What follows belongs to an exercise in optimizing a design on an open flow for small area and a short achievable clock period; a production flow would make more cautious choices.
Where RTL was checked, it was by simulation tests only, not by an equivalence proof against the original.
Power figures rest on the tool's default switching activity, not on a simulated workload.

## run A
// BLOCK_ULA_OPS
module BLOCK_ULA_OPS #(
    parameter DATA_WIDTH = 8,
    parameter ADDR_WIDTH = 12,
    parameter ULA_WIDTH = 24
    ) (
        input clk,
        input [(ADDR_WIDTH-1):0] MUX_REG1_IN,                    
        input [(DATA_WIDTH-1):0] REG1_IN,
        input [(DATA_WIDTH-1):0] MUX_REG2_IN_0,  
        input [(ADDR_WIDTH-1):0] MUX_REG2_IN_1,  
        input [(ADDR_WIDTH-1):0] MUX_REG2_IN_2,  
        input [(DATA_WIDTH-1):0] REG2_IN,
        output wire [(ULA_WIDTH-1):0] ULA_OUT,
        output reg REG_COMP_OUT,
        output reg REG_OVERFLOW_OUT,
        input [1:0] SEL_MUX1,
        input [1:0] SEL_MUX2,
        input CTRL_REG_OP1, CTRL_REG_OP2,
        input CTRL_REG_OVERFLOW, CTRL_REG_COMP,
        input [3:0] SEL_ULA
    );
reg [(DATA_WIDTH-1):0] REG1_OUT, REG2_OUT;
    always @ (posedge clk)  
    begin
        if(CTRL_REG_OP1)
            REG1_OUT <= REG1_IN;
    end
  ...
export LEC_CHECK = 0
export CAP_MARGIN = 20
export CORE_MARGIN = 2
export CORE_UTILIZATION = 55
export PLACE_DENSITY = 0.7
export SETUP_SLACK_MARGIN = 0.9
export SLEW_MARGIN = 20
export SYNTH_HIERARCHICAL = 1
create_clock -name core_clock -period 11.0 [get_ports {clk}]
standard.sh (not shown) runs the stock make flow with config.mk's settings and CLKGATE_MAP_FILE= SYNTH_SCRIPT=/design/flow/synth_recipe.tcl, a recipe that flattens the netlist after the stock synthesis.
==> flow/flow/run.sh <==
#!/bin/bash
# The standard layout, with the port buffers that buffer_ports inserts made
# sky130_fd_sc_hd__buf_1 instead of the cell it picks on its own.
set -euo pipefail
bash standard.sh BUFFER_PORTS_ARGS="-buffer_cell sky130_fd_sc_hd__buf_1" finish > standard_make.log 2>&1
Every stage of the flow completed for run A, and the final layout passed the timing, DRC and antenna checks.
## Diff of input files: run B against run A
diff --git a/flow/design.v b/flow/design.v
--- a/flow/design.v
+++ b/flow/design.v
@@ -50,19 +50,20 @@
                       (SEL_MUX2 == 2'b10) ? {4'h0, MUX_REG2_IN_0} :
                                             {4'h0, REG2_OUT};
     wire op_mul = (SEL_ULA == 4'd2);
     wire mneg = op_mul & ahi;
     wire op_brow = (SEL_ULA == 4'd0) || (SEL_ULA == 4'd1) || (SEL_ULA == 4'd5) ||
                    (SEL_ULA == 4'd6) || (SEL_ULA == 4'd7) || (SEL_ULA == 4'd8);
     genvar gi, gj;
     wire mul_j = op_mul & (SEL_MUX1 == 2'b10);
     wire mul_r = op_mul & (SEL_MUX1 == 2'b11);
-    wire [11:0] am = ({12{mul_j}} & MUX_REG1_IN) | ({12{mul_r}} & {4'h0, REG1_OUT});
+    wire [11:0] am = ({12{mul_j}} & MUX_REG1_IN) | ({12{mul_r}} & {4'h0, REG1_OUT}) |
+                     {11'h000, op_brow};
     reg [3:0] tt_e, tt_o;
     reg cin;
     always @* begin
         cin = 1'b0;
         tt_e = 4'b0000;
         case (SEL_ULA)
             4'd0, 4'd4:  tt_e = 4'b1100;                    
             4'd1:        begin tt_e = 4'b0011; cin = 1'b1; end  
             4'd2:        begin tt_e = {1'b0, mneg, 1'b0, mneg}; cin = mneg; end  
@@ -88,20 +89,18 @@
     wire ha = (SEL_ULA == 4'd8);
     wire [23:12] h = {12{hf}} | ({12{ha}} & 12'hAAA);
     wire [11:0] ppn [0:11];
     generate for (gi = 0; gi < 12; gi = gi + 1) begin : g_pp
         for (gj = 0; gj < 12; gj = gj + 1) begin : g_ppj
             if (gj == 1 && gi < 11)
                 assign ppn[gi][gj] = ~((b12[gi] & am[gj]) | x[gi + 1]);
             else if (gj == 11 && gi > 0)
                 assign ppn[gi][gj] = ~((b12[gi] & am[gj]) | h[gi + 11]);
-            else if (gj == 0)
-                assign ppn[gi][gj] = ~((b12[gi] & am[gj]) | (b12[gi] & op_brow));
             else
                 assign ppn[gi][gj] = ~(b12[gi] & am[gj]);
         end
     end endgenerate
     wire [11:0] xn = ~x;
     wire cinn = ~cin;
     wire hn23 = ~h[23];
     wire ts_1, tc_2, ts_3, tc_4, ts_5, tc_6, ts_7, tc_8, ts_9, tc_10, ts_11, tc_12, ts_13, tc_14, ts_15, tc_16, ts_17, tc_18, ts_19, tc_20, ts_21, tc_22, ts_23, tc_24, ts_25, tc_26, ts_27, tc_28, ts_29, tc_30, ts_31, tc_32, ts_33, tc_34, ts_35, tc_36, ts_37, tc_38, ts_39, tc_40, ts_43, tc_44, ts_45, tc_46, ts_49, tc_50, ts_51, tc_52, ts_55, tc_56, ts_57, tc_58, ts_61, tc_62, ts_63, tc_64, ts_65, tc_66, ts_67, tc_68, ts_69, tc_70, ts_71, tc_72, ts_73, tc_74, ts_75, tc_76, ts_77, tc_78, ts_79, tc_80, ts_81, tc_82, ts_83, tc_84, ts_85, tc_86, ts_87, tc_88, ts_89, tc_90, ts_91, tc_92, ts_95, tc_96, ts_99, tc_100, ts_103, tc_104, ts_105, tc_106, ts_107, tc_108, ts_109, tc_110, ts_111, tc_112, ts_113, tc_114, ts_115, tc_116, ts_117, tc_118, ts_119, tc_120, ts_121, tc_122, ts_123, tc_124, ts_125, tc_126, ts_127, tc_128, ts_129, tc_130, ts_131, tc_132, ts_133, tc_134, ts_135, tc_136, ts_137, tc_138, ts_139, tc_140, ts_141, tc_142, ts_143, tc_144, ts_145, tc_146, ts_147, tc_148, ts_149, tc_150, ts_151, tc_152, ts_153, tc_154, ts_155, tc_156, ts_157, tc_158, ts_159, tc_160, ts_161, tc_162, ts_163, tc_164, ts_165, tc_166, ts_167, tc_168, ts_169, tc_170, ts_171, tc_172, ts_173, tc_174, ts_175, tc_176, ts_177, tc_178, ts_179, tc_180, ts_181, tc_182, ts_185, tc_186, ts_193, tc_194, ts_195, tc_196, ts_197, tc_198, ts_199, tc_200, ts_201, tc_202, ts_203, tc_204, ts_205, tc_206, ts_207, tc_208, ts_209, tc_210, ts_211, tc_212, ts_213, tc_214, ts_215, tc_216, ts_217, tc_218, ts_219, tc_220, ts_221, tc_222, ts_223, tc_224, ts_41, tc_42, ts_47, tc_48, ts_53, tc_54, ts_59, tc_60, ts_93, tc_94, ts_97, tc_98, ts_101, tc_102, ts_183, tc_184, ts_187, tc_188, ts_189, tc_190, ts_191, tc_192;
     ULA_FA fa0 (.a(ppn[0][9]), .b(ppn[1][8]), .c(ppn[2][7]), .s(ts_1), .co(tc_2));
==> comparison <==
Final hold slack in run B is 310 ps lower than in run A
Run B: total number of placement rows lower than run A
Side by side, share of the clock period used by the worst path after layout turned out lower in run B than in run A.
Run B: number of signal-net buffers in the layout lower than run A
Between run A and run B, total stage count of the critical path decreased.
Total power of run B is lower than that of run A.
Run B reports a higher average instance area after synthesis than run A does.
Via count of the first global-routing pass in run B is 718 lower than in run A
For run A, only the layout was checked, not whether the RTL still works.

========
Setup of rev 12:
Another version of the RTL of BLOCK_ULA_OPS (not shown whole).
For scale: ~660 cells after synthesis, ~18 flip-flops, ~99 I/O pins, roughly 0.0059 mm^2 of cells after synthesis.
clock: 11.0 ns
lec_check: 0
cap_margin: 20
core_margin: 2
core_utilization: 65
place_density: 0.75
slew_margin: 20
synth_hierarchical: 1
Scripts as last shown in full above: flow/flow/run.sh
Input-level comparison between rev 13 and rev 12:
diff --git a/flow/design.v b/flow/design.v
--- a/flow/design.v
+++ b/flow/design.v
@@ -1,10 +1,16 @@
 module ULA_FA (input a, input b, input c, output s, output co);
     assign s = a ^ b ^ c;
     assign co = (a & b) | (a & c) | (b & c);
+endmodule
+module ULA_HS (input a, input b, output s);
+    assign s = ~(a ^ b);
+endmodule
+module ULA_HC (input a, input b, output co);
+    assign co = a | b;
 endmodule
 module BLOCK_ULA_OPS #(
     parameter DATA_WIDTH = 8,
     parameter ADDR_WIDTH = 12,
     parameter ULA_WIDTH = 24
     ) (
         input clk,
@@ -194,25 +200,36 @@
     ULA_FA fa94 (.a(tc_126), .b(tc_168), .c(ts_169), .s(ts_211), .co(tc_212));
     ULA_FA fa95 (.a(tc_130), .b(ts_171), .c(tc_170), .s(ts_213), .co(tc_214));
     ULA_FA fa96 (.a(tc_134), .b(ts_173), .c(tc_172), .s(ts_215), .co(tc_216));
     ULA_FA fa97 (.a(tc_138), .b(ts_175), .c(tc_174), .s(ts_217), .co(tc_218));
     ULA_FA fa98 (.a(tc_142), .b(ts_177), .c(tc_176), .s(ts_219), .co(tc_220));
     ULA_FA fa99 (.a(tc_144), .b(ts_179), .c(tc_178), .s(ts_221), .co(tc_222));
     ULA_FA fa100 (.a(ppn[11][10]), .b(ppn[10][11]), .c(tc_180), .s(ts_223), .co(tc_224));
-    ULA_FA ha0 (.a(ppn[8][1]), .b(ts_1), .c(1'b1), .s(ts_41), .co(tc_42));
-    ULA_FA ha1 (.a(ts_3), .b(ts_5), .c(1'b1), .s(ts_47), .co(tc_48));
-    ULA_FA ha2 (.a(ts_9), .b(ts_11), .c(1'b1), .s(ts_53), .co(tc_54));
-    ULA_FA ha3 (.a(ts_15), .b(ts_17), .c(1'b1), .s(ts_59), .co(tc_60));
-    ULA_FA ha4 (.a(ppn[5][1]), .b(ts_25), .c(1'b1), .s(ts_93), .co(tc_94));
-    ULA_FA ha5 (.a(ts_27), .b(ts_29), .c(1'b1), .s(ts_97), .co(tc_98));
-    ULA_FA ha6 (.a(ts_33), .b(ts_35), .c(1'b1), .s(ts_101), .co(tc_102));
-    ULA_FA ha7 (.a(ppn[1][0]), .b(ppn[0][1]), .c(1'b1), .s(ts_183), .co(tc_184));
-    ULA_FA ha8 (.a(ppn[2][1]), .b(ts_145), .c(1'b1), .s(ts_187), .co(tc_188));
-    ULA_FA ha9 (.a(tc_146), .b(ts_147), .c(1'b1), .s(ts_189), .co(tc_190));
-    ULA_FA ha10 (.a(tc_148), .b(ts_149), .c(1'b1), .s(ts_191), .co(tc_192));
+    ULA_HS ha0s (.a(ppn[8][1]), .b(ts_1), .s(ts_41));
+    ULA_HC ha0c (.a(ppn[8][1]), .b(ts_1), .co(tc_42));
+    ULA_HS ha1s (.a(ts_3), .b(ts_5), .s(ts_47));
+    ULA_HC ha1c (.a(ts_3), .b(ts_5), .co(tc_48));
+    ULA_HS ha2s (.a(ts_9), .b(ts_11), .s(ts_53));
+    ULA_HC ha2c (.a(ts_9), .b(ts_11), .co(tc_54));
+    ULA_HS ha3s (.a(ts_15), .b(ts_17), .s(ts_59));
+    ULA_HC ha3c (.a(ts_15), .b(ts_17), .co(tc_60));
+    ULA_HS ha4s (.a(ppn[5][1]), .b(ts_25), .s(ts_93));
+    ULA_HC ha4c (.a(ppn[5][1]), .b(ts_25), .co(tc_94));
+    ULA_HS ha5s (.a(ts_27), .b(ts_29), .s(ts_97));
+    ULA_HC ha5c (.a(ts_27), .b(ts_29), .co(tc_98));
+    ULA_HS ha6s (.a(ts_33), .b(ts_35), .s(ts_101));
+    ULA_HC ha6c (.a(ts_33), .b(ts_35), .co(tc_102));
+    ULA_HS ha7s (.a(ppn[1][0]), .b(ppn[0][1]), .s(ts_183));
+    ULA_HC ha7c (.a(ppn[1][0]), .b(ppn[0][1]), .co(tc_184));
+    ULA_HS ha8s (.a(ppn[2][1]), .b(ts_145), .s(ts_187));
+    ULA_HC ha8c (.a(ppn[2][1]), .b(ts_145), .co(tc_188));
+    ULA_HS ha9s (.a(tc_146), .b(ts_147), .s(ts_189));
+    ULA_HC ha9c (.a(tc_146), .b(ts_147), .co(tc_190));
+    ULA_HS ha10s (.a(tc_148), .b(ts_149), .s(ts_191));
+    ULA_HC ha10c (.a(tc_148), .b(ts_149), .co(tc_192));
     wire [23:0] row1 = {(hn23), tc_224, tc_222, tc_220, tc_218, tc_216, tc_214, tc_212, tc_210, tc_208, tc_206, tc_204, tc_202, tc_200, tc_198, tc_196, tc_194, tc_192, tc_190, tc_188, tc_186, tc_184, tc_182, ts_181};
     wire [23:0] row2 = {1'b1, ppn[11][11], ts_223, ts_221, ts_219, ts_217, ts_215, ts_213, ts_211, ts_209, ts_207, ts_205, ts_203, ts_201, ts_199, ts_197, ts_195, ts_193, ts_191, ts_189, ts_187, ts_185, ts_183, 1'b1};
     wire [23:0] res = ~(row1 + row2 + 24'd1);
     assign ULA_OUT = res;
     wire [12:0] blt, bgt;
     assign blt[0] = 1'b0;
     assign bgt[0] = 1'b0;
[summary]
- X dimension of the die in rev 13 vs rev 12: up about 2%
- Comparing rev 13 and rev 12, the higher final critical delay including setup and external delays is on rev 13.
- Rev 12 -> rev 13: non-clock buffer count in the final layout decreased by a little under 10%
- Rev 13 ended up with a higher share of total power in the clock network than rev 12 did.
- Going from rev 12 to rev 13, combinational power shrank by more than a quarter.
- Measured against rev 13, the total wirelength of the detailed-routed design of rev 12 comes out at 0.936 times the reference value.
- Synthesized cell count, rev 13 vs rev 12: up by a little under 10%
- Rev 12 → rev 13: area of the multi-input gates has increased; clock-pin slew on the worst setup and hold paths has remained practically unchanged; share of total power consumed by net switching has decreased; largest net degree at the start of global routing has decreased; worst setup slack has decreased.
Function was not checked in any run of this note: the RTL went through the layout flow alone.

========
BLOCK_ULA_OPS, a different RTL version from the one above (not shown whole).
Size: ~600 cells after synthesis, about 18 flip-flops, about 0.0058 mm2 of cells after synthesis.
==> flow/design.v (excerpt) <==
module BLOCK_ULA_OPS #(
    parameter DATA_WIDTH = 8,
    parameter ADDR_WIDTH = 12,
    parameter ULA_WIDTH = 24
    ) (
        input clk,
        input [(ADDR_WIDTH-1):0] MUX_REG1_IN,                    
        input [(DATA_WIDTH-1):0] REG1_IN,
        input [(DATA_WIDTH-1):0] MUX_REG2_IN_0,  
        input [(ADDR_WIDTH-1):0] MUX_REG2_IN_1,  
        input [(ADDR_WIDTH-1):0] MUX_REG2_IN_2,  
        input [(DATA_WIDTH-1):0] REG2_IN,
        output wire [(ULA_WIDTH-1):0] ULA_OUT,
        output reg REG_COMP_OUT,
        output reg REG_OVERFLOW_OUT,
        input [1:0] SEL_MUX1,
        input [1:0] SEL_MUX2,
        input CTRL_REG_OP1, CTRL_REG_OP2,
        input CTRL_REG_OVERFLOW, CTRL_REG_COMP,
        input [3:0] SEL_ULA
    );
==> flow/config.mk <==
export PLATFORM = sky130hd
export DESIGN_NAME = BLOCK_ULA_OPS
export DESIGN_NICKNAME = BLOCK_ULA_OPS
export VERILOG_FILES = /design/flow/design.v
export SDC_FILE = /design/flow/constraint.sdc
export NUM_CORES = 4
export LEC_CHECK = 0
export CAP_MARGIN = 20
export CORE_MARGIN = 2
export CORE_UTILIZATION = 65
export PLACE_DENSITY = 0.75
export SLEW_MARGIN = 20
export SYNTH_HIERARCHICAL = 1
==> flow/constraint.sdc <==
create_clock -name core_clock -period 11.0 [get_ports {clk}]
set_input_delay 2.2000 -clock core_clock [delete_from_list [all_inputs] [get_ports {clk}]]
set_output_delay 2.2000 -clock core_clock [all_outputs]
set_load 0.01 [all_outputs]
Scripts as last shown in full above: flow/flow/run.sh
Next try:
--- a/flow/design.v
+++ b/flow/design.v
@@ -1,11 +1,17 @@
 module ULA_FA (input a, input b, input c, output s, output co);
     assign s = a ^ b ^ c;
     assign co = (a & b) | (a & c) | (b & c);
 endmodule
+module ULA_HS (input a, input b, output s);
+    assign s = ~(a ^ b);
+endmodule
+module ULA_HC (input a, input b, output co);
+    assign co = a | b;
+endmodule
 module BLOCK_ULA_OPS #(
     parameter DATA_WIDTH = 8,
     parameter ADDR_WIDTH = 12,
     parameter ULA_WIDTH = 24
     ) (
         input clk,
         input [(ADDR_WIDTH-1):0] MUX_REG1_IN,                    
@@ -194,25 +200,36 @@
     ULA_FA fa94 (.a(tc_126), .b(tc_168), .c(ts_169), .s(ts_211), .co(tc_212));
     ULA_FA fa95 (.a(tc_130), .b(ts_171), .c(tc_170), .s(ts_213), .co(tc_214));
     ULA_FA fa96 (.a(tc_134), .b(ts_173), .c(tc_172), .s(ts_215), .co(tc_216));
     ULA_FA fa97 (.a(tc_138), .b(ts_175), .c(tc_174), .s(ts_217), .co(tc_218));
     ULA_FA fa98 (.a(tc_142), .b(ts_177), .c(tc_176), .s(ts_219), .co(tc_220));
     ULA_FA fa99 (.a(tc_144), .b(ts_179), .c(tc_178), .s(ts_221), .co(tc_222));
     ULA_FA fa100 (.a(ppn[11][10]), .b(ppn[10][11]), .c(tc_180), .s(ts_223), .co(tc_224));
-    ULA_FA ha0 (.a(ppn[8][1]), .b(ts_1), .c(1'b1), .s(ts_41), .co(tc_42));
-    ULA_FA ha1 (.a(ts_3), .b(ts_5), .c(1'b1), .s(ts_47), .co(tc_48));
-    ULA_FA ha2 (.a(ts_9), .b(ts_11), .c(1'b1), .s(ts_53), .co(tc_54));
-    ULA_FA ha3 (.a(ts_15), .b(ts_17), .c(1'b1), .s(ts_59), .co(tc_60));
-    ULA_FA ha4 (.a(ppn[5][1]), .b(ts_25), .c(1'b1), .s(ts_93), .co(tc_94));
-    ULA_FA ha5 (.a(ts_27), .b(ts_29), .c(1'b1), .s(ts_97), .co(tc_98));
-    ULA_FA ha6 (.a(ts_33), .b(ts_35), .c(1'b1), .s(ts_101), .co(tc_102));
-    ULA_FA ha7 (.a(ppn[1][0]), .b(ppn[0][1]), .c(1'b1), .s(ts_183), .co(tc_184));
-    ULA_FA ha8 (.a(ppn[2][1]), .b(ts_145), .c(1'b1), .s(ts_187), .co(tc_188));
-    ULA_FA ha9 (.a(tc_146), .b(ts_147), .c(1'b1), .s(ts_189), .co(tc_190));
-    ULA_FA ha10 (.a(tc_148), .b(ts_149), .c(1'b1), .s(ts_191), .co(tc_192));
+    ULA_HS ha0s (.a(ppn[8][1]), .b(ts_1), .s(ts_41));
+    ULA_HC ha0c (.a(ppn[8][1]), .b(ts_1), .co(tc_42));
+    ULA_HS ha1s (.a(ts_3), .b(ts_5), .s(ts_47));
+    ULA_HC ha1c (.a(ts_3), .b(ts_5), .co(tc_48));
+    ULA_HS ha2s (.a(ts_9), .b(ts_11), .s(ts_53));
+    ULA_HC ha2c (.a(ts_9), .b(ts_11), .co(tc_54));
+    ULA_HS ha3s (.a(ts_15), .b(ts_17), .s(ts_59));
+    ULA_HC ha3c (.a(ts_15), .b(ts_17), .co(tc_60));
+    ULA_HS ha4s (.a(ppn[5][1]), .b(ts_25), .s(ts_93));
+    ULA_HC ha4c (.a(ppn[5][1]), .b(ts_25), .co(tc_94));
+    ULA_HS ha5s (.a(ts_27), .b(ts_29), .s(ts_97));
+    ULA_HC ha5c (.a(ts_27), .b(ts_29), .co(tc_98));
+    ULA_HS ha6s (.a(ts_33), .b(ts_35), .s(ts_101));
+    ULA_HC ha6c (.a(ts_33), .b(ts_35), .co(tc_102));
+    ULA_HS ha7s (.a(ppn[1][0]), .b(ppn[0][1]), .s(ts_183));
+    ULA_HC ha7c (.a(ppn[1][0]), .b(ppn[0][1]), .co(tc_184));
+    ULA_HS ha8s (.a(ppn[2][1]), .b(ts_145), .s(ts_187));
+    ULA_HC ha8c (.a(ppn[2][1]), .b(ts_145), .co(tc_188));
+    ULA_HS ha9s (.a(tc_146), .b(ts_147), .s(ts_189));
+    ULA_HC ha9c (.a(tc_146), .b(ts_147), .co(tc_190));
+    ULA_HS ha10s (.a(tc_148), .b(ts_149), .s(ts_191));
+    ULA_HC ha10c (.a(tc_148), .b(ts_149), .co(tc_192));
     wire [23:0] row1 = {(hn23), tc_224, tc_222, tc_220, tc_218, tc_216, tc_214, tc_212, tc_210, tc_208, tc_206, tc_204, tc_202, tc_200, tc_198, tc_196, tc_194, tc_192, tc_190, tc_188, tc_186, tc_184, tc_182, ts_181};
     wire [23:0] row2 = {1'b1, ppn[11][11], ts_223, ts_221, ts_219, ts_217, ts_215, ts_213, ts_211, ts_209, ts_207, ts_205, ts_203, ts_201, ts_199, ts_197, ts_195, ts_193, ts_191, ts_189, ts_187, ts_185, ts_183, 1'b1};
     wire [23:0] cp = row1 ^ row2;
     wire [23:0] cg = row1 & row2;
     wire ag1 = cg[1] | (cp[1] & (cg[0] | cp[0]));
     wire ag2 = cg[2] | (cp[2] & ag1);
     wire ag3 = cg[3] | (cp[3] & ag2);
Effect: Clock skew came out lower by 0.0053 ns; first-iteration DRC count drops by about a fifth; wire length fell slightly; power goes down by about a fifth; non-clock buffer count falls by 1; fmax rose slightly; via count increases by a few percent; critical path depth shrinks by 1; worst setup slack gains 0.067 ns; cell count climbs by a few percent; sequential cell count is unchanged; area after synthesis falls slightly; clock power came out lower by a few percent.

==> static timing again, ports no longer ideal <==
No port has a modelled driver above. Below, the same layouts with a new extraction and two added sets of constraints.
Step 1 sets driving cells, clkbuf_16 on the clock port and buf_2 on the other inputs (assumed; they add their load-dependent delay and slew).
Step 2 adds t to the input delays and takes it off the output delays; t is the mean of the earliest and latest rising clock arrival at the registers after step 1. Input paths then give back, and output paths get back, about the clock's delay inside the block.
Three values: ideal, step 1, step 2; two values: the first two.
run	shift t [ns]	setup WS [ns]	latest minus earliest clock arrival (ns)
run A	0.282	1.078 / 1.052 / 1.052	0.004 / 0.004
run B	0.264	1.201 / 1.175 / 1.175	0.004 / 0.004
rev 12	0.279	0.378 / 0.355 / 0.355	0.004 / 0.004
rev 13	0.289	0.327 / 0.304 / 0.304	0.003 / 0.003
the first run of note 3	0.284	0.426 / 0.397 / 0.397	0.006 / 0.006
the second run of note 3	0.276	0.493 / 0.471 / 0.471	0.001 / 0.001
After both steps every run listed still meets setup and hold. For the first run of note 3, which loses most, drivers alone change the setup slack by -0.029 ns; drivers and shift together by -0.029 ns.
